Background: an optimization exercise with open tools, aiming at small area. Do not read the settings as production practice.
Where RTL was checked, it was by simulation tests only, not by an equivalence proof against the original.
For run 1, only the layout was checked, not whether the RTL still works.
Power is estimated from default activity; no workload was simulated.

## flow/design.v (module list and top-level ports; edited modules follow where they fit)
// module usb3_crc_cw: 15 lines
// module usb3_crc_hp: 159 lines
// module usb3_crc_dpptx: 278 lines
// module usb3_link: 1717 lines
module usb3_link (
input	wire			local_clk,
input	wire			reset_n,
input	wire	[4:0]	ltssm_state,
input	wire			ltssm_hot_reset,
output	reg				ltssm_go_disabled,
output	reg		[2:0]	ltssm_go_u,
output	reg				ltssm_go_recovery,
input	wire	[31:0]	in_data,
input	wire	[3:0]	in_datak,
input	wire			in_active,
output	reg		[31:0]	outp_data,
output	reg		[3:0]	outp_datak,
output	reg				outp_active,
input	wire			out_stall,
input	wire	[1:0]	endp_mode_rx,
input	wire	[1:0]	endp_mode_tx,
input	wire	[6:0]	dev_addr,
output	reg				prot_rx_tp,
output	reg				prot_rx_tp_hosterr,
output	reg				prot_rx_tp_retry,
output	reg				prot_rx_tp_pktpend,
output	reg		[3:0]	prot_rx_tp_subtype,
output	reg		[3:0]	prot_rx_tp_endp,
output	reg		[4:0]	prot_rx_tp_nump,
output	reg		[4:0]	prot_rx_tp_seq,
output	reg		[15:0]	prot_rx_tp_stream,
output	reg				prot_rx_dph,
output	reg				prot_rx_dph_eob,
output	reg				prot_rx_dph_setup,
output	reg				prot_rx_dph_pktpend,
output	reg		[3:0]	prot_rx_dph_endp,
output	reg		[4:0]	prot_rx_dph_seq,
output	reg		[15:0]	prot_rx_dph_len,
output	reg				prot_rx_dpp_start,
output	reg				prot_rx_dpp_done,
output	reg				prot_rx_dpp_crcgood,
input	wire			prot_tx_tp_a,
input	wire			prot_tx_tp_a_retry,
input	wire			prot_tx_tp_a_dir,
input	wire	[3:0]	prot_tx_tp_a_subtype,
input	wire	[3:0]	prot_tx_tp_a_endp,
input	wire	[4:0]	prot_tx_tp_a_nump,
input	wire	[4:0]	prot_tx_tp_a_seq,
input	wire	[15:0]	prot_tx_tp_a_stream,
output	reg				prot_tx_tp_a_ack,
input	wire			prot_tx_tp_b,
input	wire			prot_tx_tp_b_retry,
input	wire			prot_tx_tp_b_dir,
input	wire	[3:0]	prot_tx_tp_b_subtype,
input	wire	[3:0]	prot_tx_tp_b_endp,
input	wire	[4:0]	prot_tx_tp_b_nump,
input	wire	[4:0]	prot_tx_tp_b_seq,
input	wire	[15:0]	prot_tx_tp_b_stream,
output	reg				prot_tx_tp_b_ack,
input	wire			prot_tx_tp_c,
input	wire			prot_tx_tp_c_retry,
input	wire			prot_tx_tp_c_dir,
input	wire	[3:0]	prot_tx_tp_c_subtype,
input	wire	[3:0]	prot_tx_tp_c_endp,
input	wire	[4:0]	prot_tx_tp_c_nump,
input	wire	[4:0]	prot_tx_tp_c_seq,
input	wire	[15:0]	prot_tx_tp_c_stream,
output	reg				prot_tx_tp_c_ack,
input	wire			prot_tx_dph,
input	wire			prot_tx_dph_eob,
input	wire			prot_tx_dph_dir,
input	wire	[3:0]	prot_tx_dph_endp,
input	wire	[4:0]	prot_tx_dph_seq,
input	wire	[15:0]	prot_tx_dph_len,
output	reg				prot_tx_dpp_ack,
output	reg				prot_tx_dpp_done,
output	reg		[8:0]	buf_in_addr,
output	reg		[31:0]	buf_in_data,
output	reg				buf_in_wren,
input	wire			buf_in_ready,
output	reg				buf_in_commit,
output	reg		[10:0]	buf_in_commit_len,
input	wire			buf_in_commit_ack,
output	reg		[9:0]	buf_out_addr,
input	wire	[31:0]	buf_out_q,
input	wire	[10:0]	buf_out_len,
input	wire			buf_out_hasdata,
output	reg				buf_out_arm,
input	wire			buf_out_arm_ack,
output	reg				err_lbad,
output	reg				err_lbad_recv,
output	reg				err_stuck_hpseq,
output	reg				err_lcmd_undefined,
output	reg				err_lcrd_mismatch,
output	reg				err_lgood_order,
output	reg				err_lgood_missed,
output	reg				err_pending_hp,
output	reg				err_credit_hp,
  // ...
==> flow/run.sh <==
#!/bin/bash
# synth_recipe.tcl (not shown) runs the flow's synth.tcl, then flattens the netlist and writes it again
# the make line also repeats each setting of config.mk as NAME=value (left out here)
make -C /OpenROAD-flow-scripts/flow DESIGN_CONFIG=/design/flow/config.mk WORK_HOME=/design/flow/orfs CLKGATE_MAP_FILE= SYNTH_SCRIPT=/design/flow/synth_recipe.tcl finish
==> flow/config.mk <==
export PLATFORM = sky130hd
export DESIGN_NAME = usb3_link
export DESIGN_NICKNAME = usb3_link
export VERILOG_FILES = /design/flow/design.v
export SDC_FILE = /design/flow/constraint.sdc
export NUM_CORES = 4
export LEC_CHECK = 0
export CAP_MARGIN = 20
export CORE_MARGIN = 2
export CORE_UTILIZATION = 40
export CTS_BUF_LIST = sky130_fd_sc_hd__clkbuf_16
export CTS_CLUSTER_DIAMETER = 100
export CTS_CLUSTER_SIZE = 25
export SLEW_MARGIN = 20
==> flow/constraint.sdc <==
create_clock -name core_clock -period 8.0 [get_ports {local_clk}]
set_input_delay 1.6000 -clock core_clock [delete_from_list [all_inputs] [get_ports {local_clk}]]
set_output_delay 1.6000 -clock core_clock [all_outputs]
set_load 0.01 [all_outputs]
==> results.tsv, run 1 <==
stage	metric	value	unit
status	status	no timing/DRC/antenna violations	
detailed_routing	DRC violations left	0	
power_and_ir_drop	pwr dens	406.8	nW/um2
die	num ports	438	
die	initial core utilization	40.23	%
min_path	Hold Path End	in_data_5[3]	
global_routing	Top Usage Layer GRT	met2	
clock_tree	TritonCTS clock tree	done	
sta	unrepaired setup endpoints after global routing	false	
finish	clkbuf count	77	
placed_design	GPL Wtd Cong	0.9457	
global_routing	initial antenna violation count	3	
finish	register area	33490	um2
finish	Layout Cells excl Fill	10278	
critical_path	CP dominant cell by count	xor2_1	
power_and_ir_drop	Top power group	combinational logic	
placed_design	Cells after DPL	10151	
power_and_ir_drop	Gate power share	56.4	%
sta	worst slew pin tran	1.116	ns
critical_path	critical path type	flop to flop	
detailed_routing	met2 wire len	112800	um
yosys	top_reg_cell synth	dfxtp_1	
clock_tree	PostCTS Resize Cnt	0	
finish	multi-input logic area	34740	um2
power_and_ir_drop	P_clk	4.59	mW
finish	Filler cells	17032	
critical_path	CP bufs+invs	2	
global_routing	total gr overflow	0	
finish	commonest non-fill, non-tap cell in the layout	nand2_1	
detailed_routing	WL met3	12730	um
power_and_ir_drop	LEAKAGE	27.45	nW
power_and_ir_drop	Clock Power Share	14.3	%
yosys	leading area contributor after synthesis	dfxtp_1	
critical_path	reg-to-reg endpoint	out_data[3]	
critical_path	Worst setup SP type	flop	
global_routing	met1 GRT Util	31.36	%
==> module usb3_crc_dpptx, before the edit <==
module usb3_crc_dpptx(
input	wire	[31:0]	di,
input	wire	[1:0]	part,
input	wire			hold,
output	wire	[31:0]	crc_out,
output	wire	[31:0]	crc_q,
input	wire			set,
input	wire			set_next,
input	wire			clk
);
reg [31:0] q;
wire [31:0] p;
wire [31:0] d = {	di[0 ],di[1 ],di[2 ],di[3 ],di[4 ],di[5 ],di[6 ],di[7],
					di[8 ],di[9 ],di[10],di[11],di[12],di[13],di[14],di[15],
					di[16],di[17],di[18],di[19],di[20],di[21],di[22],di[23],
					di[24],di[25],di[26],di[27],di[28],di[29],di[30],di[31]};
wire [31:0] xs = q ^ d;
wire [31:0] y = xs >> {part, 3'b000};
wire [31:0] qs = (part == 2'd1) ? {q[7:0], 24'h0} :
				 (part == 2'd2) ? {q[15:0], 16'h0} :
				 (part == 2'd3) ? {q[23:0], 8'h0} : 32'h0;
wire [31:0] r = (part == 2'd0) ? q : (p ^ qs);
assign crc_out = ~{	r[0],  r[1],  r[2],  r[3],  r[4],  r[5],  r[6],  r[7], 
					r[8],  r[9],  r[10], r[11], r[12], r[13], r[14], r[15],
					r[16], r[17], r[18], r[19], r[20], r[21], r[22], r[23], 
					r[24], r[25], r[26], r[27], r[28], r[29], r[30], r[31]};
assign crc_q = ~{	q[0],  q[1],  q[2],  q[3],  q[4],  q[5],  q[6],  q[7], 
					q[8],  q[9],  q[10], q[11], q[12], q[13], q[14], q[15],
					q[16], q[17], q[18], q[19], q[20], q[21], q[22], q[23], 
					q[24], q[25], q[26], q[27], q[28], q[29], q[30], q[31]};
wire mx_0 = y[24] ^ y[29];
wire mx_1 = y[9] ^ y[31];
wire mx_2 = y[25] ^ y[28];
wire mx_3 = y[27] ^ mx_1;
wire mx_4 = y[8] ^ y[30];
wire mx_5 = y[6] ^ y[7];
wire mx_6 = y[4] ^ y[20];
wire mx_7 = y[0] ^ y[16];
wire mx_8 = y[2] ^ y[18];
wire mx_9 = y[1] ^ y[17];
wire mx_10 = y[5] ^ y[21];
wire mx_11 = y[19] ^ y[26];
wire mx_12 = y[3] ^ y[15];
wire mx_13 = y[11] ^ mx_0;
wire mx_14 = y[22] ^ y[23];
wire mx_15 = y[10] ^ mx_0;
wire mx_16 = y[13] ^ mx_5;
wire mx_17 = y[8] ^ mx_12;
wire mx_18 = y[12] ^ y[24];
wire mx_19 = y[26] ^ mx_2;
wire mx_20 = y[7] ^ y[27];
wire mx_21 = mx_3 ^ mx_9;
wire mx_22 = y[14] ^ mx_11;
wire mx_23 = y[4] ^ y[12];
wire mx_24 = y[14] ^ mx_8;
wire mx_25 = y[10] ^ y[31];
wire mx_26 = mx_4 ^ mx_10;
wire mx_27 = y[5] ^ y[13];
wire mx_28 = y[23] ^ mx_13;
wire mx_29 = y[18] ^ mx_3;
wire mx_30 = y[1] ^ mx_6;
wire mx_31 = y[28] ^ mx_9;
wire mx_32 = y[2] ^ mx_22;
wire mx_33 = y[3] ^ mx_14;
wire mx_34 = mx_1 ^ mx_7;
wire mx_35 = y[6] ^ y[30];
wire mx_36 = y[16] ^ mx_20;
wire mx_37 = y[17] ^ y[22];
wire mx_38 = y[11] ^ y[29];
wire mx_39 = mx_6 ^ mx_12;
wire mx_40 = y[19] ^ y[25];
wire mx_41 = y[27] ^ mx_18;
wire mx_42 = y[25] ^ mx_30;
wire mx_43 = y[11] ^ mx_31;
wire mx_44 = y[2] ^ mx_26;
wire mx_45 = y[10] ^ mx_24;
wire mx_46 = y[21] ^ mx_19;
wire mx_47 = y[13] ^ mx_21;
wire mx_48 = y[0] ^ mx_23;
wire mx_49 = y[28] ^ mx_15;
wire mx_50 = y[7] ^ mx_17;
wire mx_51 = y[26] ^ mx_4;
wire mx_52 = mx_17 ^ mx_38;
wire mx_53 = mx_27 ^ mx_29;
wire mx_54 = y[3] ^ y[19];
wire mx_55 = y[6] ^ y[20];
wire mx_56 = mx_18 ^ mx_39;
wire mx_57 = y[21] ^ y[28];
wire mx_58 = y[0] ^ mx_10;
wire mx_59 = y[17] ^ y[23];
wire mx_60 = y[22] ^ mx_44;
wire mx_61 = y[31] ^ mx_8;
wire mx_62 = y[0] ^ y[6];
wire mx_63 = y[5] ^ mx_2;
wire mx_64 = y[20] ^ y[25];
wire mx_65 = mx_16 ^ mx_24;
wire mx_66 = mx_25 ^ mx_33;
wire mx_67 = y[15] ^ mx_47;
wire mx_68 = mx_5 ^ mx_32;
wire mx_69 = y[14] ^ mx_14;
wire mx_70 = y[9] ^ mx_23;
wire mx_71 = y[12] ^ mx_15;
wire mx_72 = mx_19 ^ mx_34;
wire mx_73 = mx_35 ^ mx_71;
wire mx_74 = mx_72 ^ mx_73;
wire mx_75 = y[9] ^ mx_7;
wire mx_76 = mx_16 ^ mx_41;
wire mx_77 = mx_43 ^ mx_75;
wire mx_78 = mx_76 ^ mx_77;
wire mx_79 = y[24] ^ mx_9;
wire mx_80 = mx_34 ^ mx_51;
wire mx_81 = mx_65 ^ mx_79;
wire mx_82 = mx_80 ^ mx_81;
wire mx_83 = mx_21 ^ mx_40;
wire mx_84 = mx_45 ^ mx_50;
wire mx_85 = mx_83 ^ mx_84;
wire mx_86 = y[12] ^ mx_4;
wire mx_87 = mx_13 ^ mx_39;
wire mx_88 = mx_40 ^ mx_61;
wire mx_89 = mx_62 ^ mx_86;
wire mx_90 = mx_87 ^ mx_88;
wire mx_91 = mx_89 ^ mx_90;
wire mx_92 = mx_16 ^ mx_30;
wire mx_93 = mx_49 ^ mx_54;
wire mx_94 = mx_58 ^ mx_92;
wire mx_95 = mx_93 ^ mx_94;
wire mx_96 = y[14] ^ mx_5;
wire mx_97 = mx_38 ^ mx_42;
wire mx_98 = mx_60 ^ mx_96;
wire mx_99 = mx_97 ^ mx_98;
wire mx_100 = y[2] ^ mx_2;
wire mx_101 = mx_7 ^ mx_10;
wire mx_102 = mx_14 ^ mx_15;
wire mx_103 = mx_50 ^ mx_100;
wire mx_104 = mx_101 ^ mx_102;
wire mx_105 = mx_103 ^ mx_104;
wire mx_106 = y[8] ^ mx_43;
wire mx_107 = mx_48 ^ mx_66;
wire mx_108 = mx_106 ^ mx_107;
wire mx_109 = y[1] ^ mx_8;
wire mx_110 = mx_27 ^ mx_28;
wire mx_111 = mx_70 ^ mx_109;
wire mx_112 = mx_110 ^ mx_111;
wire mx_113 = y[3] ^ y[28];
wire mx_114 = y[29] ^ mx_27;
wire mx_115 = mx_32 ^ mx_34;
wire mx_116 = mx_113 ^ mx_114;
wire mx_117 = mx_115 ^ mx_116;
wire mx_118 = y[14] ^ mx_7;
wire mx_119 = mx_19 ^ mx_21;
wire mx_120 = mx_56 ^ mx_118;
wire mx_121 = mx_119 ^ mx_120;
wire mx_122 = y[4] ^ mx_8;
wire mx_123 = mx_18 ^ mx_35;
wire mx_124 = mx_58 ^ mx_67;
wire mx_125 = mx_122 ^ mx_123;
wire mx_126 = mx_124 ^ mx_125;
wire mx_127 = y[1] ^ y[16];
wire mx_128 = y[22] ^ mx_25;
wire mx_129 = mx_54 ^ mx_63;
wire mx_130 = mx_65 ^ mx_127;
wire mx_131 = mx_128 ^ mx_129;
wire mx_132 = mx_130 ^ mx_131;
wire mx_133 = mx_6 ^ mx_52;
wire mx_134 = mx_59 ^ mx_68;
wire mx_135 = mx_133 ^ mx_134;
wire mx_136 = y[9] ^ y[18];
wire mx_137 = mx_26 ^ mx_36;
wire mx_138 = mx_56 ^ mx_136;
wire mx_139 = mx_137 ^ mx_138;
wire mx_140 = y[13] ^ mx_0;
wire mx_141 = mx_11 ^ mx_26;
wire mx_142 = mx_37 ^ mx_48;
wire mx_143 = mx_140 ^ mx_141;
wire mx_144 = mx_142 ^ mx_143;
wire mx_145 = y[1] ^ mx_35;
wire mx_146 = mx_53 ^ mx_64;
wire mx_147 = mx_69 ^ mx_145;
wire mx_148 = mx_146 ^ mx_147;
wire mx_149 = y[15] ^ y[23];
wire mx_150 = y[24] ^ mx_25;
wire mx_151 = mx_57 ^ mx_68;
wire mx_152 = mx_149 ^ mx_150;
wire mx_153 = mx_151 ^ mx_152;
wire mx_154 = y[22] ^ mx_13;
wire mx_155 = mx_17 ^ mx_36;
wire mx_156 = mx_64 ^ mx_154;
wire mx_157 = mx_155 ^ mx_156;
wire mx_158 = y[16] ^ mx_4;
wire mx_159 = mx_46 ^ mx_59;
wire mx_160 = mx_70 ^ mx_158;
wire mx_161 = mx_159 ^ mx_160;
wire mx_162 = y[26] ^ mx_15;
wire mx_163 = mx_37 ^ mx_53;
wire mx_164 = mx_162 ^ mx_163;
wire mx_165 = y[12] ^ mx_7;
wire mx_166 = mx_22 ^ mx_28;
wire mx_167 = mx_29 ^ mx_165;
wire mx_168 = mx_166 ^ mx_167;
wire mx_169 = y[29] ^ mx_7;
wire mx_170 = mx_11 ^ mx_55;
wire mx_171 = mx_67 ^ mx_169;
wire mx_172 = mx_170 ^ mx_171;
wire mx_173 = y[20] ^ y[21];
wire mx_174 = y[30] ^ mx_31;
wire mx_175 = mx_36 ^ mx_45;
wire mx_176 = mx_173 ^ mx_174;
wire mx_177 = mx_175 ^ mx_176;
wire mx_178 = y[19] ^ mx_37;
wire mx_179 = mx_52 ^ mx_57;
wire mx_180 = mx_61 ^ mx_178;
wire mx_181 = mx_179 ^ mx_180;
wire mx_182 = y[18] ^ y[24];
wire mx_183 = mx_2 ^ mx_6;
wire mx_184 = mx_11 ^ mx_62;
wire mx_185 = mx_66 ^ mx_182;
wire mx_186 = mx_183 ^ mx_184;
wire mx_187 = mx_185 ^ mx_186;
wire mx_188 = mx_10 ^ mx_11;
wire mx_189 = mx_20 ^ mx_28;
wire mx_190 = mx_42 ^ mx_188;
wire mx_191 = mx_189 ^ mx_190;
wire mx_192 = mx_19 ^ mx_41;
wire mx_193 = mx_55 ^ mx_60;
wire mx_194 = mx_192 ^ mx_193;
wire mx_195 = y[29] ^ mx_3;
wire mx_196 = mx_16 ^ mx_33;
wire mx_197 = mx_46 ^ mx_195;
wire mx_198 = mx_196 ^ mx_197;
wire mx_199 = y[4] ^ mx_20;
wire mx_200 = mx_49 ^ mx_51;
wire mx_201 = mx_69 ^ mx_199;
wire mx_202 = mx_200 ^ mx_201;
wire mx_203 = y[15] ^ mx_3;
wire mx_204 = mx_4 ^ mx_28;
wire mx_205 = mx_63 ^ mx_203;
wire mx_206 = mx_204 ^ mx_205;
assign p[0] = mx_74;
assign p[1] = mx_78;
assign p[2] = mx_82;
assign p[3] = mx_85;
assign p[4] = mx_91;
assign p[5] = mx_95;
assign p[6] = mx_99;
assign p[7] = mx_105;
assign p[8] = mx_108;
assign p[9] = mx_112;
assign p[10] = mx_117;
assign p[11] = mx_121;
assign p[12] = mx_126;
assign p[13] = mx_132;
assign p[14] = mx_135;
assign p[15] = mx_139;
assign p[16] = mx_144;
assign p[17] = mx_148;
assign p[18] = mx_153;
assign p[19] = mx_157;
assign p[20] = mx_161;
assign p[21] = mx_164;
assign p[22] = mx_168;
assign p[23] = mx_172;
assign p[24] = mx_177;
assign p[25] = mx_181;
assign p[26] = mx_187;
assign p[27] = mx_191;
assign p[28] = mx_194;
assign p[29] = mx_198;
assign p[30] = mx_202;
assign p[31] = mx_206;
always @(posedge clk) begin
	if(set_next || (set && !hold)) begin
		q <= {32{1'b1}};
	end
	else begin
		q <= hold ? r : p;
	end
end
endmodule
==> run 2, diff against run 1 <==
--- a/flow/design.v
+++ b/flow/design.v
@@ -170,21 +170,18 @@
 	else begin
 		q <= crc_en ? c : q;
 	end
 end
 endmodule
 module usb3_crc_dpptx(
 input	wire	[31:0]	di,
 input	wire	[1:0]	part,
-input	wire			hold,
 output	wire	[31:0]	crc_out,
-output	wire	[31:0]	crc_q,
-input	wire			set,
-input	wire			set_next,
+input	wire			rst,
 input	wire			clk
 );
 reg [31:0] q;
 wire [31:0] p;
 wire [31:0] d = {	di[0 ],di[1 ],di[2 ],di[3 ],di[4 ],di[5 ],di[6 ],di[7],
 					di[8 ],di[9 ],di[10],di[11],di[12],di[13],di[14],di[15],
 					di[16],di[17],di[18],di[19],di[20],di[21],di[22],di[23],
 					di[24],di[25],di[26],di[27],di[28],di[29],di[30],di[31]};
@@ -193,20 +190,16 @@
 wire [31:0] qs = (part == 2'd1) ? {q[7:0], 24'h0} :
 				 (part == 2'd2) ? {q[15:0], 16'h0} :
 				 (part == 2'd3) ? {q[23:0], 8'h0} : 32'h0;
 wire [31:0] r = (part == 2'd0) ? q : (p ^ qs);
 assign crc_out = ~{	r[0],  r[1],  r[2],  r[3],  r[4],  r[5],  r[6],  r[7], 
 					r[8],  r[9],  r[10], r[11], r[12], r[13], r[14], r[15],
 					r[16], r[17], r[18], r[19], r[20], r[21], r[22], r[23], 
 					r[24], r[25], r[26], r[27], r[28], r[29], r[30], r[31]};
-assign crc_q = ~{	q[0],  q[1],  q[2],  q[3],  q[4],  q[5],  q[6],  q[7], 
-					q[8],  q[9],  q[10], q[11], q[12], q[13], q[14], q[15],
-					q[16], q[17], q[18], q[19], q[20], q[21], q[22], q[23], 
-					q[24], q[25], q[26], q[27], q[28], q[29], q[30], q[31]};
 wire mx_0 = y[24] ^ y[29];
 wire mx_1 = y[9] ^ y[31];
 wire mx_2 = y[25] ^ y[28];
 wire mx_3 = y[27] ^ mx_1;
 wire mx_4 = y[8] ^ y[30];
 wire mx_5 = y[6] ^ y[7];
 wire mx_6 = y[4] ^ y[20];
 wire mx_7 = y[0] ^ y[16];
@@ -436,22 +429,22 @@
 assign p[24] = mx_177;
 assign p[25] = mx_181;
 assign p[26] = mx_187;
 assign p[27] = mx_191;
 assign p[28] = mx_194;
 assign p[29] = mx_198;
 assign p[30] = mx_202;
 assign p[31] = mx_206;
-always @(posedge clk) begin
-	if(set_next || (set && !hold)) begin
+always @(posedge clk, posedge rst) begin
+	if(rst) begin
 		q <= {32{1'b1}};
 	end
 	else begin
-		q <= hold ? r : p;
+		q <= p;
 	end
 end
 endmodule
 module usb3_link (
 input	wire			local_clk,
 input	wire			reset_n,
 input	wire	[4:0]	ltssm_state,
 input	wire			ltssm_hot_reset,
@@ -858,28 +851,27 @@
 	reg		[4:0]	ltssm_last;
 	reg				ltssm_stored_init;	 
 	reg				ltssm_changed  ;
 	reg				ltssm_go_recovery_1;
 	reg		[2:0]	ltssm_go_u_1;
 	reg		[1:0]	dc;		 
 	reg		[10:0]	u0l_timeout;			 
 	reg		[16:0]	u0_recovery_timeout;	 
-	reg		[7:0]	u2_timeout_hi;			 
-	reg		[14:0]	u2_timeout_lo;			 
+	reg		[22:0]	u2_timeout;				 
 	reg		[8:0]	pending_hp_timer;		 
 	reg		[19:0]	credit_hp_timer;		 
 	reg		[7:0]	link_error_count;
 	reg				force_linkpm_accept;
 	reg		[24:0]	pm_lc_timer;									 
 	reg		[9:0]	pm_entry_timer;			 
 	reg		[24:0]	ux_exit_timer;		 
 	reg				pm_waiting_for_ack;
 	reg		[11:0]	port_config_timeout;	 
-	reg		[7:0]	T_PORT_U2_TIMEOUT;		 
+	reg		[24:0]	T_PORT_U2_TIMEOUT;
 	reg		[2:0]	tx_hdr_seq_num  ;			 
 	reg		[2:0]	last_hdr_seq_num  ;
 	reg		[2:0]	ack_tx_hdr_seq_num  ;		 
 	reg		[2:0]	rty_tx_hdr_seq_num  ;		 
 	reg		[2:0]	rx_hdr_seq_num  ;			 
 	wire	[2:0]	rx_hdr_seq_num_dec = rx_hdr_seq_num - 3'h1;
 	reg				rx_hdr_seq_ignore;								 
 	reg		[2:0]	local_rx_cred_count  ;	 
@@ -899,22 +891,16 @@
 	reg		[95:0]	in_header_pkt_b;
 	reg		[95:0]	in_header_pkt_c;
 	reg		[95:0]	in_header_pkt_d;
 	reg		[1:0]	out_header_pkt_pick;
 	wire	[95:0]	out_header_pkt_mux = (	out_header_pkt_pick == 0 ? out_header_pkt_a :
 											out_header_pkt_pick == 1 ? out_header_pkt_b :
 											out_header_pkt_pick == 2 ? out_header_pkt_c : 
 											out_header_pkt_d );
-	wire			out_hp_isdp = out_header_pkt_mux[64+3];
-	wire	[31:0]	out_hp_w1 = {out_hp_isdp ? out_header_pkt_mux[5:0] : out_header_pkt_mux[63:58],
-								out_header_pkt_mux[57:37],
-								out_hp_isdp ? out_header_pkt_mux[6] : out_header_pkt_mux[36],
-								out_header_pkt_mux[35:32]};
-	wire	[31:0]	out_hp_w2 = out_hp_isdp ? 32'h0 : out_header_pkt_mux[31:0];
 	reg		[95:0]	out_header_pkt_a;
 	reg		[95:0]	out_header_pkt_b;
 	reg		[95:0]	out_header_pkt_c;
 	reg		[95:0]	out_header_pkt_d;
 	reg		[31:0]	out_data;
 	reg		[3:0]	out_datak;
 	reg				out_active;
 	reg		[31:0]	out_data_1, out_data_2;
@@ -948,20 +934,18 @@
 	reg				buf_in_ready_1;
 	reg		[10:0]	rx_lcmd   ;
 	reg				rx_lcmd_act   ;
 	reg		[10:0]	tx_lcmd   ;
 	reg				tx_lcmd_act   ;
 	reg				tx_lcmd_act_1;
 	reg				tx_lcmd_queue;
 	wire			tx_lcmd_do = (tx_lcmd_act & ~tx_lcmd_act_1) | tx_lcmd_queue;
-	reg		[6:0]	tx_lcmd_latch_v;
-	wire	[10:0]	tx_lcmd_latch = {tx_lcmd_latch_v[6:3], 4'b0000, tx_lcmd_latch_v[2:0]};
-	reg		[6:0]	tx_lcmd_out_v;
-	wire	[10:0]	tx_lcmd_out = {tx_lcmd_out_v[6:3], 4'b0000, tx_lcmd_out_v[2:0]};
+	reg		[10:0]	tx_lcmd_latch;
+	reg		[10:0]	tx_lcmd_out;
 	reg				tx_lcmd_done   ;
 	reg		[6:0]	local_dev_addr;
 	reg		[31:0]	tx_hp_word_0;
 	reg		[31:0]	tx_hp_word_1;
 	reg		[31:0]	tx_hp_word_2;	
 	reg				tx_hp_act   ;
 	reg				tx_hp_act_1;
 	reg				tx_hp_queue;
@@ -1060,18 +1044,17 @@
 			u0_recovery_timeout<=u0_recovery_timeout+1'b1;
 		if(u0l_timeout == T_U0L_TIMEOUT) begin
 			tx_queue_lup <= 1;
 			u0l_timeout <= 0;
 		end
 		if(u0_recovery_timeout == T_U0_RECOVERY) begin
 			ltssm_go_recovery <= 1;
 		end
-		u2_timeout_hi <= 0;
-		u2_timeout_lo <= 0;
+		u2_timeout <= 0;
 		if(remote_rx_cred_count == 4) credit_hp_timer <= 0;
 		if(credit_hp_timer == T_CREDIT_HP) begin
 			credit_hp_timer <= T_CREDIT_HP;
 			if(wr_hp_state == WR_HP_IDLE) begin
 				err_credit_hp <= 1;
 				ltssm_go_recovery <= 1;
 			end
 		end
@@ -1095,24 +1078,19 @@
 		if(port_config_timeout == T_PORT_CONFIG) begin
 			port_config_timeout <= T_PORT_CONFIG;
 			if(recv_port_cmdcfg != 2'b11) begin
 				ltssm_go_disabled <= 1;
 			end
 		end
 	end
 	LT_U1: begin
-		if(u2_timeout_hi < T_PORT_U2_TIMEOUT) begin
-			if(u2_timeout_lo == 15'd31999) begin
-				u2_timeout_lo <= 0;
-				u2_timeout_hi<=u2_timeout_hi+1'b1;
-			end else
-				u2_timeout_lo<=u2_timeout_lo+1'b1;
-		end
-		if(u2_timeout_hi == T_PORT_U2_TIMEOUT && u2_timeout_lo == 0)
+		if(u2_timeout < T_PORT_U2_TIMEOUT)
+			u2_timeout<=u2_timeout+1'b1;
+		if(u2_timeout == T_PORT_U2_TIMEOUT)
 			ltssm_go_u[2:0] <= {1'b1, 2'd2};
 	end
 	default: begin  
 		u0l_timeout <= 0;
 		u0_recovery_timeout <= 0;
 		pending_hp_timer <= 0;
 		credit_hp_timer <= 0;
 		pm_lc_timer <= 0;
@@ -1390,17 +1368,17 @@
 		endcase
 		if(|in_header_pkt_queued) rd_hp_state <= RD_HP_0;
 	end
 	RD_HP_0: begin
 		case(in_header_pkt_mux[4:0])
 		LP_TYPE_LMP: begin
 			case(in_header_pkt_mux[8:5])
 			LP_LMP_SUB_SETLINK: force_linkpm_accept <= in_header_pkt_mux[10];
-			LP_LMP_SUB_U2INACT: T_PORT_U2_TIMEOUT <= in_header_pkt_mux[16:9];  
+			LP_LMP_SUB_U2INACT: T_PORT_U2_TIMEOUT <= in_header_pkt_mux[16:9] * 32000;  
 			LP_LMP_SUB_VENDTEST: begin end
 			LP_LMP_SUB_PORTCAP: begin 
 				recv_port_cmdcfg[1] <= 1'b1;
 			end
 			LP_LMP_SUB_PORTCFG: begin
 				send_port_cfg_resp <= 1;
 				recv_port_cmdcfg[0] <= 1'b1;
 			end
@@ -1644,18 +1622,18 @@
 		prot_tx_tp_c_ack <= 1;
 		queue_state <= LINK_QUEUE_IDLE;
 	end
 	LINK_QUEUE_DP: begin
 		case(qc)
 		0: begin
 			if(send_state == LINK_SEND_IDLE) begin
 			tx_hp_word_0 <= {	local_dev_addr, LP_TP_ROUTE0, LP_TYPE_DP};
-			tx_hp_word_1 <= {	6'h0, prot_tx_dph_len[9:0], 1'b0, 3'b0, prot_tx_dph_endp, prot_tx_dph_dir, prot_tx_dph_eob, 1'b0, 1'b0, prot_tx_dph_seq[3:0]};
-			tx_hp_word_2 <= {	25'h0, prot_tx_dph_seq[4], prot_tx_dph_len[15:10]};
+			tx_hp_word_1 <= {	prot_tx_dph_len, 1'b0, 3'b0, prot_tx_dph_endp, prot_tx_dph_dir, prot_tx_dph_eob, 1'b0, prot_tx_dph_seq};
+			tx_hp_word_2 <= {	32'h0};
 			tx_hp_act <= 1;
 			tx_hp_dph <= 1;
 			out_dpp_length <= prot_tx_dph_len;
 			prot_tx_dpp_ack <= 1;
 			prot_tx_dpp_done <= 0;
 			qc <= 1;
 			end
 		end
@@ -1707,17 +1685,17 @@
 			tx_queue_lup <= 0;
 			tx_queue_open <= 0;
 			tx_lcmd <= LCMD_LUP;
 			send_state <= LINK_SEND_CMDW_0;
 		end
 	end
 	LINK_SEND_CMDW_0: begin
 		if(wr_lcmd_state != WR_LCMD_0) begin
-			tx_lcmd_latch_v <= {tx_lcmd[10:7], tx_lcmd[2:0]};
+			tx_lcmd_latch <= tx_lcmd;
 			wr_lcmd_state <= WR_LCMD_0;
 			u0l_timeout <= 0;
 			send_state <= LINK_SEND_IDLE;
 		end
 	end
 	LINK_SEND_HP_RTY: begin
 		out_header_pkt_pick <= tx_cred_idx;
 		send_state <= LINK_SEND_HP_1;
@@ -1748,17 +1726,18 @@
 	if(ltssm_state != LT_U0) send_state <= LINK_SEND_RESET;
 	case(wr_lcmd_state) 
 	WR_LCMD_RESET: wr_lcmd_state <= WR_LCMD_IDLE;
 	WR_LCMD_IDLE: begin
 	end
 	WR_LCMD_0: begin
 		{out_data, out_datak} <= {32'hFEFEFEF7, 4'b1111};
 		out_active <= 1;
-		tx_lcmd_out_v <= tx_lcmd_latch_v;	 
+		crc_lcmd_in <= tx_lcmd_latch;
+		tx_lcmd_out <= tx_lcmd_latch;	 
 		wr_lcmd_state <= WR_LCMD_1;
 	end
 	WR_LCMD_1: begin
 		{out_data, out_datak} <= {{2{tx_lcmd_out[7:0], crc_lcmd_out[4:0], tx_lcmd_out[10:8]}}, 4'b00};
 		out_active <= 1;
 		if(send_state == LINK_SEND_CMDW_0) 	 
 			wr_lcmd_state <= WR_LCMD_0;		 
 		else	
@@ -1781,18 +1760,18 @@
 		{out_data_2, out_datak_2} <= {32'hFBFBFBF7, 4'b1111};	 
 		out_active_2 <= 1;
 		sc <= 0;
 		wr_hp_state <= WR_HP_1;
 	end
 	WR_HP_1: begin
 		case(sc)
 		0: out_data_2 <= swap32(out_header_pkt_mux[95:64]);
-		1: out_data_2 <= swap32(out_hp_w1);
-		2: out_data_2 <= swap32(out_hp_w2);
+		1: out_data_2 <= swap32(out_header_pkt_mux[63:32]);
+		2: out_data_2 <= swap32(out_header_pkt_mux[31:0]);
 		endcase		
 		if(sc == 0) begin
 			last_hdr_seq_num <= tx_hdr_seq_num;
 			if(tx_hdr_seq_num == last_hdr_seq_num && !tx_hp_retry) err_stuck_hpseq <= 1;
 		end
 		out_header_cw <= {1'b0, tx_hp_retry, 6'b0, tx_hdr_seq_num};
 		out_active_2 <= 1;
 		if(sc == 2) wr_hp_state <= WR_HP_2;
@@ -1875,16 +1854,17 @@
 			write_dpp_state <= WRITE_DPP_9;
 		end
 		if(out_dpp_length_remain > 4)
 			out_dpp_length_remain <= out_dpp_length_remain - 16'h4;
 		else
 			out_dpp_length_remain <= 0;
 		out_dpp_length_remain_1 <= len_code(out_dpp_length_remain);
 		buf_out_addr<=buf_out_addr+1'b1;
+		crc_dpptx_out_1 <= crc_dpptx_out;
 		crc_dpptx_in <= swap32(buf_out_q);
 		out_active_1 <= 1;
 	end
 	WRITE_DPP_3: begin
 		tx_hp_dph <= 0;
 		write_dpp_state <= WRITE_DPP_IDLE;
 	end
 	WRITE_DPP_4: begin
@@ -1983,18 +1963,17 @@
 		ltssm_last <= 0;
 		ltssm_stored_init <= 0;
 		ltssm_changed <= 0;
 		ltssm_go_recovery_1 <= 0;
 		ltssm_go_u_1 <= 0;
 		dc <= 0;
 		u0l_timeout <= 0;
 		u0_recovery_timeout <= 0;
-		u2_timeout_hi <= 0;
-		u2_timeout_lo <= 0;
+		u2_timeout <= 0;
 		pending_hp_timer <= 0;
 		credit_hp_timer <= 0;
 		link_error_count <= 0;
 		force_linkpm_accept <= 0;
 		pm_lc_timer <= 0;
 		pm_entry_timer <= 0;
 		ux_exit_timer <= 0;
 		pm_waiting_for_ack <= 0;
@@ -2042,17 +2021,16 @@
 		in_active_4 <= 0;
 		in_active_5 <= 0;
 		in_active_6 <= 0;
 		in_dpp_length_expect <= 0;
 		out_dpp_end <= 0;
 		out_dpp_endk <= 0;
 		buf_in_ready_1 <= 0;
 		rx_lcmd_act <= 0;
-		tx_lcmd <= 0;
 		tx_lcmd_act <= 0;
 		tx_lcmd_act_1 <= 0;
 		tx_lcmd_queue <= 0;
 		tx_lcmd_done <= 0;
 		local_dev_addr <= 0;
 		tx_hp_act <= 0;
 		tx_hp_act_1 <= 0;
 		tx_hp_queue <= 0;
@@ -2110,29 +2088,25 @@
 		tx_hp_retry <= 0;
 		prot_rx_dpp_done <= 0;
 		prot_tx_dpp_done <= 0;
 	end
 end
 	wire	[1:0]	crc_dpptx_part = (out_dpp_length_remain_1[2] == 1'b0) ? 2'd0 - out_dpp_length_remain_1[1:0] : 2'd0;
 	wire	[31:0]	crc_dpptx_out_r;
 	wire	[31:0]	crc_dpptx_out = swap32(crc_dpptx_out_r);
-	wire	[31:0]	crc_dpptx_q;
-	wire	[31:0]	crc_dpptx_out_1 = swap32(crc_dpptx_q);
+	reg		[31:0]	crc_dpptx_out_1;
 	reg				crc_dpptx_rst;
 	reg		[31:0]	crc_dpptx_in;
 usb3_crc_dpptx iu3cdptx (
 	.clk		( local_clk ),
-	.set		( crc_dpptx_rst ),
-	.set_next	( write_dpp_state == WRITE_DPP_1 && reset_n ),
+	.rst		( crc_dpptx_rst ),
 	.di			( crc_dpptx_in ),
 	.part		( crc_dpptx_part ),
-	.hold		( write_dpp_state == WRITE_DPP_2 && ~out_dpp_length_remain_1[2] ),
-	.crc_out	( crc_dpptx_out_r ),
-	.crc_q		( crc_dpptx_q )
+	.crc_out	( crc_dpptx_out_r )
 );
 	reg				crc_hprx_rst;
 	reg		[31:0]	crc_hprx_in;
 	wire	[15:0]	crc_hprx_out;
 usb3_crc_hp iu3chprx (
 	.clk		( local_clk ),
 	.rst		( crc_hprx_rst ),
 	.crc_en		( in_active ),
@@ -2155,15 +2129,15 @@
 	.crc_out	( crc_in_cw_out )
 );
 	wire	[10:0]	crc_cw4_in = out_header_cw[10:0];
 	wire	[4:0]	crc_cw4_out;
 usb3_crc_cw iu3ccw5 (
 	.di			( crc_cw4_in ),
 	.crc_out	( crc_cw4_out )
 );
-	wire	[10:0]	crc_lcmd_in = tx_lcmd_out;
+	reg		[10:0]	crc_lcmd_in;
 	wire	[4:0]	crc_lcmd_out;
 usb3_crc_cw iu3ccw4 (
 	.di			( crc_lcmd_in ),
 	.crc_out	( crc_lcmd_out )
 );
 endmodule
==> flow/config.mk (replaced) <==
export PLATFORM = sky130hd
export DESIGN_NAME = usb3_link
export DESIGN_NICKNAME = usb3_link
export VERILOG_FILES = /design/flow/design.v
export SDC_FILE = /design/flow/constraint.sdc
export NUM_CORES = 4
export LEC_CHECK = 0
export CAP_MARGIN = 20
export CORE_MARGIN = 2
export CORE_UTILIZATION = 40
export SLEW_MARGIN = 20
==> results.tsv, run 2 <==
stage	metric	value	unit	change
sta	Final Hold Fails	0		unchanged
clock_tree	insertion delay to the later sink of the worst-skew pair	0.84	ns	was 0.76 ns
clock_tree	Num CTS Buffers	179		was 77
power_and_ir_drop	Internal	20.90	mW	was 18.42 mW
sta	total negative slack	0	ns	unchanged
sta	worst slew pin tran	1.185	ns	was 1.116 ns
critical_path	critical path type	flop to flop		unchanged
detailed_routing	drt total wl	241600	um	was 233,200 um
finish	share of layout cells above drive strength 1	8.807	%	was 6.236%
yosys	Synth Warn #	3		unchanged
yosys	count leader, synth	nand2_1		unchanged
critical_path	CP max FO	16		was 14
yosys	sequential fraction of the synthesis area	47.90	%	was 47.32%
power_and_ir_drop	peak supply drop	484.7	uV	was 683.2 uV
clock_tree	Hold Buf Count CTS	0		unchanged
finish	register area	35800	um2	was 33,490 um2
clock_tree	Worst-path clk slew	0.06	ns	was 0.10 ns
yosys	largest cells by area after synthesis	dfxtp_1, edfxtp_1, nand2_1, a21oi_1, xnor2_1		unchanged
yosys	Async SR Flop Fraction	3.883	%	was 2.043%
yosys	post-synthesis cell count	8170		was 7,841
min_path	Worst Hold Class	flop to flop		unchanged
critical_path	Worst EP arrival	6.30	ns	was 5.83 ns
placed_design	GPL Wtd Cong	0.9743		was 0.9457
finish	area grow syn2layout	16.47	%	was 11.78%
yosys	leading area contributor after synthesis	dfxtp_1		unchanged
power_and_ir_drop	sw frac	38.43	%	was 42.79%
detailed_routing	Initial DRC Count	5125		was 5,381
power_and_ir_drop	Final Power	33.95	mW	was 32.19 mW
power_and_ir_drop	Clock Power Share	24.6	%	was 14.3%
finish	most frequent cells in the layout	nand2_1, dfxtp_1, a21oi_1, xnor2_1, nand3_1		was nand2_1, dfxtp_1, a21oi_1, nor2_1, nand3_1
sta	final setup fails	0		unchanged
detailed_routing	DR vias	60624		was 57,486
power_and_ir_drop	LEAKAGE	30.64	nW	was 27.45 nW
critical_path	Setup crit end kind	flop		unchanged
power_and_ir_drop	pwr dens	389.9	nW/um2	was 406.8 nW/um2
clock_tree	TritonCTS clock tree	done		unchanged
sta	Fin Hold WS	0.3170	ns	was 0.3270 ns
global_routing	largest net degree at the start of global routing	212		was 207
clock_tree	Max Root-Sink Buffers	3		unchanged
die	Die Ht	436.3	um	was 424.7 um
placed_design	Final HPWL DP	166400	um	was 161,900 um
detailed_routing	drt first pass iters	13		was 6
critical_path	r2r setup slk	2.39	ns	was 2.75 ns
flow_run	Max Cap Violations	0		unchanged
finish	commonest non-fill, non-tap cell in the layout	nand2_1		unchanged
clock_tree	CTS root buf	clkbuf_16		unchanged
sta	min Tclk post-route	5.612	ns	was 5.251 ns
finish	multi-input logic area	36160	um2	was 34,740 um2
sta	period utilization	70.15	%	was 65.64%
finish	Filler cells	17620		was 17,032
yosys	synthesis-stage register bit count	1648		was 1,566
yosys	library cells used by synthesis	107		was 116
power_and_ir_drop	Psw	13.05	mW	was 13.78 mW
power_and_ir_drop	Gate power share	46.4	%	was 56.4%
die	core area	185600	um2	was 175,900 um2
sta	unrepaired setup endpoints after global routing	false		unchanged
die	Die Area	190300	um2	was 180,300 um2
detailed_routing	Antenna Nets Post-Route	0		unchanged
sta	top achievable clock speed	178.2	MHz	was 190.4 MHz
global_routing	GRT Resource Usage Total	24.63	%	was 25.10%
clock_tree	PostCTS Resize Cnt	0		unchanged
placed_design	IO Port Bufs	415		unchanged
detailed_routing	routed length per instance	22.01	um	was 22.69 um
clock_tree	CTS Sinks	1648		was 1,566
critical_path	Worst setup SP type	flop		unchanged
clock_tree	H-tree Lvls	4		was 3
yosys	most frequent cells after synthesis	nand2_1, dfxtp_1, a21oi_1		unchanged
global_routing	total gr overflow	0		unchanged
die	initial core utilization	40.26	%	was 40.23%
sta	Clock Skew	0.05922	ns	was 0.06210 ns
global_routing	vias in the first global route	58519		was 54,786
yosys	top_reg_cell synth	dfxtp_1		unchanged
yosys	share of the synthesized area in the top cell type	35.97	%	was 37.90%
detailed_routing	DRC violations left	0		unchanged
global_routing	initial antenna violation count	8		was 3
critical_path	Worst Path Required	8.69	ns	was 8.58 ns
clock_tree	Post-CTS Setup Bufs	0		unchanged
sta	Slew HR	20.43	%	was 25.60%
status	status	no timing/DRC/antenna violations		unchanged
finish	nets	8743		was 8,227
yosys	Post-synth EDFFs	241		was 194
global_routing	global-route wire length before repair	365100	um	was 348,800 um
detailed_routing	DR vias/cell	5.524		was 5.593
sta	fin. max-slew vios	0		unchanged
die	Die Wd	436.3	um	was 424.7 um
die	Site Rows	158		was 154
yosys	Post-Syn Area	74740	um2	was 70,780 um2
die	num ports	438		unchanged
yosys	Mapped Avg Cell Area	9.148	um2	was 9.027 um2
power_and_ir_drop	Sequential Power Share	29.0	%	was 29.4%
[run 2: changes by cell type in the layout (fill, tap and decap cells not counted), sizes merged, moves of 44 or more]
cell and delta:
a21oi +44, clkbuf +170, edfxtp +47, inv +61
nor2 -56, xnor2 +51
[run 2: path summary, 6_finish.rpt]
path,start,to,cells after the start
min in group asynchronous,crc_dpptx_rst,iu3cdptx.q[30],2
worst max register to register,in_header_pkt_pick[0],T_PORT_U2_TIMEOUT[21],19
worst min-delay path,in_data_3[7],in_data_4[7],0
worst max-delay path,in_header_pkt_pick[0],T_PORT_U2_TIMEOUT[21],19
worst min register to register,in_data_3[7],in_data_4[7],0
max in group asynchronous,crc_hprx_rst,iu3chprx.q[15],1
[run 2: layout make-up]
| type | count | area share (%) |
|---|---|---|
| diodes | 2 | 0.005749 |
| well taps | 2480 | 3.564 |
| clock buffers | 247 | 5.894 |
| clock inverters | 86 | 1.036 |
| multi-input cells | 5758 | 41.54 |
| repair buffers | 542 | 5.907 |
| inverters | 212 | 0.9227 |
| flip-flops and latches | 1648 | 41.13 |
[run 2: cell families after synthesis]
family / share of synthesized area [%]
other: 0.005017
AO/OA/AOI/OAI: 14.37
buffers and inverters: 3.946
AND/OR/NAND/NOR: 16.99
XOR/XNOR: 9.138
flip-flops: 47.90
adder cells (fa/ha/maj): 2.893
multiplexers: 4.751
[run 2: power by group through the flow]
stage	Sequential, mW	Clock, mW	Combinational (mW)
finish	9.86	8.35	15.7
global route	9.90	8.88	16.7
CTS	9.85	8.54	15.6
detailed placement	10.0	0	15.4
global placement	10.0	0	15.4
floorplan	9.81	0	11.4
[run 2: per-stage QoR]
step	worst slack, ns	instances	util (%)	instance area [um2]
2_1_floorplan	2.148	8171	-	74750
3_3_place_gp	2.294	10640	43.64	81000
3_5_place_dp	2.364	10640	43.64	81010
4_1_cts	2.320	10973	46.89	87050
5_1_grt	1.921	10975	46.90	87050
6_report	2.388	10975	46.90	87050
[run 2: critical path, stage by stage, from the launching register on]
cell and delay, ns:
edfxtp_1 0.53, buf_4 0.40, mux4_2 0.68, fa_1 0.55
fa_1 0.52, inv_1 0.05, fa_1 0.46, fa_1 0.51
inv_1 0.04, ha_1 0.31, a21oi_1 0.23, o21bai_1 0.09
a21oi_1 0.22, o21bai_1 0.09, a21oi_1 0.24, o21bai_1 0.09
a21oi_1 0.17, xnor2_1 0.08, mux2i_1 0.13, nor2_1 0.05
[run 2: layer usage]
metal	share of wire (%)	GRT usage, %	up-vias
li1	-	-	28709
met1	41	30.52	29469
met2	48	41.90	1937
met3	5.1	3.334	509
met4	5.4	12.33	0
met5	0	0	-

[what the ideal ports hide]
No port has a modelled driver above. Below, the same layouts with a new extraction and two added sets of constraints.
Step 1: set_driving_cell puts a clkbuf_16 on local_clk and a buf_2 on each other input, an assumption about the parent block.
Step 2, shift: input delay + t, output delay - t, t = (earliest + latest rising clock arrival at the registers) / 2. This alone moves slack from input paths to output paths.
a / b / c = ideal / step 1 / step 2; a / b = the first two.
run | t, ns | slack for setup (ns) | worst register clock-pin slew, ns
run 1 | 0.810 | 2.749 / 2.749 / 2.749 | 0.11 / 0.11
run 2 | 0.893 | 2.388 / 2.388 / 2.388 | 0.07 / 0.07
After both steps setup and hold are still met in every run listed.
